Source: an optimization exercise on an open RTL-to-GDS flow (aim: small area and few clock cycles). Production flows keep margins and buffers that such runs may drop.
Only simulation tests tie the RTL to the original design; equivalence was not proved.
Power is estimated from default activity; no workload was simulated.

==> inputs of run F <==
// procMonoc
module procMonoc(
    input logic clk,
    input logic rst,
    output logic [31:0] imem_addr,
    input logic [31:0] imem_rdata,
    output logic [31:0] dmem_addr,
    output logic [1:0] dmem_size,
    output logic dmem_we,
    output logic [31:0] dmem_wdata,
    input logic [31:0] dmem_rdata
);
    logic [31:0] inst;
    assign inst = imem_rdata;
    logic [31:2] pc;
    assign imem_addr = {pc, 2'b00};
    logic i6, i5, i4, i3, i2;
    assign {i6, i5, i4, i3, i2} = inst[6:2];
    logic [2:0] f3;
    assign f3 = inst[14:12];
    logic isStore, isBranch, isJal, isJalr, isJump, isLoad, isLui, isAuipc, isAlu, isOp, rfWe, useRs2;
    assign isStore  = ~i6 & i5 & ~i4;
    assign isBranch = i6 & ~i2;
    assign isJal    = i6 & i3;
    assign isJalr   = i6 & i2 & ~i3;
    assign isJump   = i6 & i2;
    assign isLoad   = ~i6 & ~i5 & ~i4;
    assign isLui    = i5 & i4 & i2;
    assign isAuipc  = ~i5 & i4 & i2;
    assign isAlu    = i4 & ~i2;
    assign isOp     = i5 & i4 & ~i2;
    assign rfWe     = ~(i5 & ~i4 & ~i2);
    assign useRs2   = i5 & ~i2 & (i4 | i6);
    logic [31:0] rs1, rs2, wd;
    RegUnit RU(.clk(clk), .rst(rst), .we(rfWe), .wrAddr(inst[11:7]),
               .rdAddr1(inst[19:15]), .rdAddr2(inst[24:20]), .wrData(wd),
               .rdData1(rs1), .rdData2(rs2));
    logic [31:0] immIS, immT;
    assign immIS = {{21{inst[31]}}, inst[30:25], isStore ? inst[11:7] : inst[24:20]};
    always_comb begin
        if (isAuipc)      immT = {inst[31:12], 12'b0};
        else if (isJal)   immT = {{12{inst[31]}}, inst[19:12], inst[20], inst[30:21], 1'b0};
        else              immT = {{20{inst[31]}}, inst[7], inst[30:25], inst[11:8], 1'b0};
    end
    logic [31:2] tgt, pcInc;
    logic [29:0] tgtP, tgtG;
    logic tgtCout;
    addBK30 tgtAdd(.a(pc), .b(immT[31:2]), .s(tgt), .cout(tgtCout), .p(tgtP), .g(tgtG));
    inc30 pcAdd(.a(pc), .s(pcInc));
    logic [31:0] b, bx, sum, p, g;
    logic sub, cout, lt, ltu, eq;
    assign b   = useRs2 ? rs2 : immIS;
    assign sub = isBranch | (isAlu & ~f3[2] & f3[1]) | (isOp & (f3 == 3'b000) & inst[30]);
    assign bx  = b ^ {32{sub}};
    addBK32 aluAdd(.a(rs1), .b(bx), .cin(sub), .s(sum), .cout(cout), .p(p), .g(g));
    assign ltu = ~cout;
    assign lt  = (rs1[31] ^ b[31]) ? rs1[31] : sum[31];
    assign eq  = &p;
    logic [31:0] shOut;
  ...
==> flow/config.mk <==
export PLATFORM = sky130hd
export DESIGN_NAME = procMonoc
export DESIGN_NICKNAME = procMonoc
export VERILOG_FILES = /design/flow/design.v
export SDC_FILE = /design/flow/constraint.sdc
export NUM_CORES = 4
export LEC_CHECK = 0
export CAP_MARGIN = 10
export CORE_MARGIN = 2
export CORE_UTILIZATION = 50
export PLACE_DENSITY = 0.65
export SETUP_SLACK_MARGIN = 0.2
export SLEW_MARGIN = 10
export SYNTH_HIERARCHICAL = 1
==> flow/constraint.sdc <==
create_clock -name core_clock -period 12.0 [get_ports {clk}]
set_input_delay 2.4000 -clock core_clock [delete_from_list [all_inputs] [get_ports {clk}]]
set_output_delay 2.4000 -clock core_clock [all_outputs]
set_load 0.01 [all_outputs]
standard.sh (not shown) runs the stock make flow with config.mk's settings and CLKGATE_MAP_FILE= SYNTH_SCRIPT=/design/flow/synth_recipe.tcl, a recipe that flattens the netlist after the stock synthesis.
==> flow/flow/run.sh <==
#!/bin/bash
set -euo pipefail
export BUFFER_PORTS_ARGS="-buffer_cell sky130_fd_sc_hd__buf_1"
export CTS_ARGS="-sink_clustering_enable -repair_clock_nets -dont_use_dummy_load -sink_clustering_size 20 -sink_clustering_max_diameter 100"
bash standard.sh > standard.log 2>&1
==> run X: changes against run F <==
==> flow/flow/run.sh (replaced) <==
#!/bin/bash
set -euo pipefail
export BUFFER_PORTS_ARGS="-buffer_cell sky130_fd_sc_hd__buf_1"
export CTS_ARGS="-sink_clustering_enable -repair_clock_nets -dont_use_dummy_load"
bash standard.sh > standard.log 2>&1
==> notes.md <==
| quantity | run X | run F |
|---|---|---|
| Result of the run | no timing/DRC/antenna violations | no timing/DRC/antenna violations |
| Post-route clock period utilization | 0.9237 | 0.9257 |
| Sw Share | 0.3368 | 0.3534 |
| Total power | 0.009399 W | 0.008554 W |
| Fin area | 53180 um2 | 51950 um2 |
| R2r endpoint | RU.g_reg[10].g_bit[30].bc.q$_DFF_P_ | RU.g_reg[28].g_bit[30].bc.q$_DFF_P_ |
| Fill cell total of the finished layout | 7864 | 7981 |
| Met1 wire length | 81.03 mm | 80.18 mm |
| F_max | 90.22 MHz | 90.03 MHz |
| Clock buf count | 106 | 57 |
| Share of cell area taken by multi-input logic gates | 0.4941 | 0.5058 |
| Portion of total power attributed to combinational logic | 0.243 | 0.267 |
| Routed length per placed instance | 39.17 um | 39.33 um |
| Global-route met1 utilization | 0.5767 | 0.5712 |
| Initial antenna violation count | 7 | 3 |
Testbench counts of run F, summed over its fixed seeds: cycles 43,719.
Testbench counts of run X, summed over its fixed seeds: cycles 43,719.

separate check: timing with driven ports:
How much do the figures lean on ideal ports? The routed layouts below were timed once more, with nothing changed but the port constraints. Step 1 assumes that a clkbuf_16 drives the clock port and a buf_2 every other input. Step 2 moves the port delays by t, midway between the first and last clock arrival at a register: inputs arrive t later, outputs are due t later. That takes back most of the time a late clock gives input paths. Slacks: no drivers / after step 1 / after step 2; pairs: no drivers / after step 1.
| run | shift t [ns] | slack for setup (ns) | latest minus earliest clock arrival (ns) | worst register clock-pin slew, ns | worst data-port slew with drivers (ns) |
|---|---|---|---|---|---|
| run F | 0.756 | 0.892 / 0.854 / 0.854 | 0.071 / 0.072 | 0.10 / 0.10 | 0.10 |
| run X | 0.762 | 0.915 / 0.877 / 0.877 | 0.091 / 0.091 | 0.07 / 0.07 | 0.11 |
After both steps every run listed still meets setup and hold.
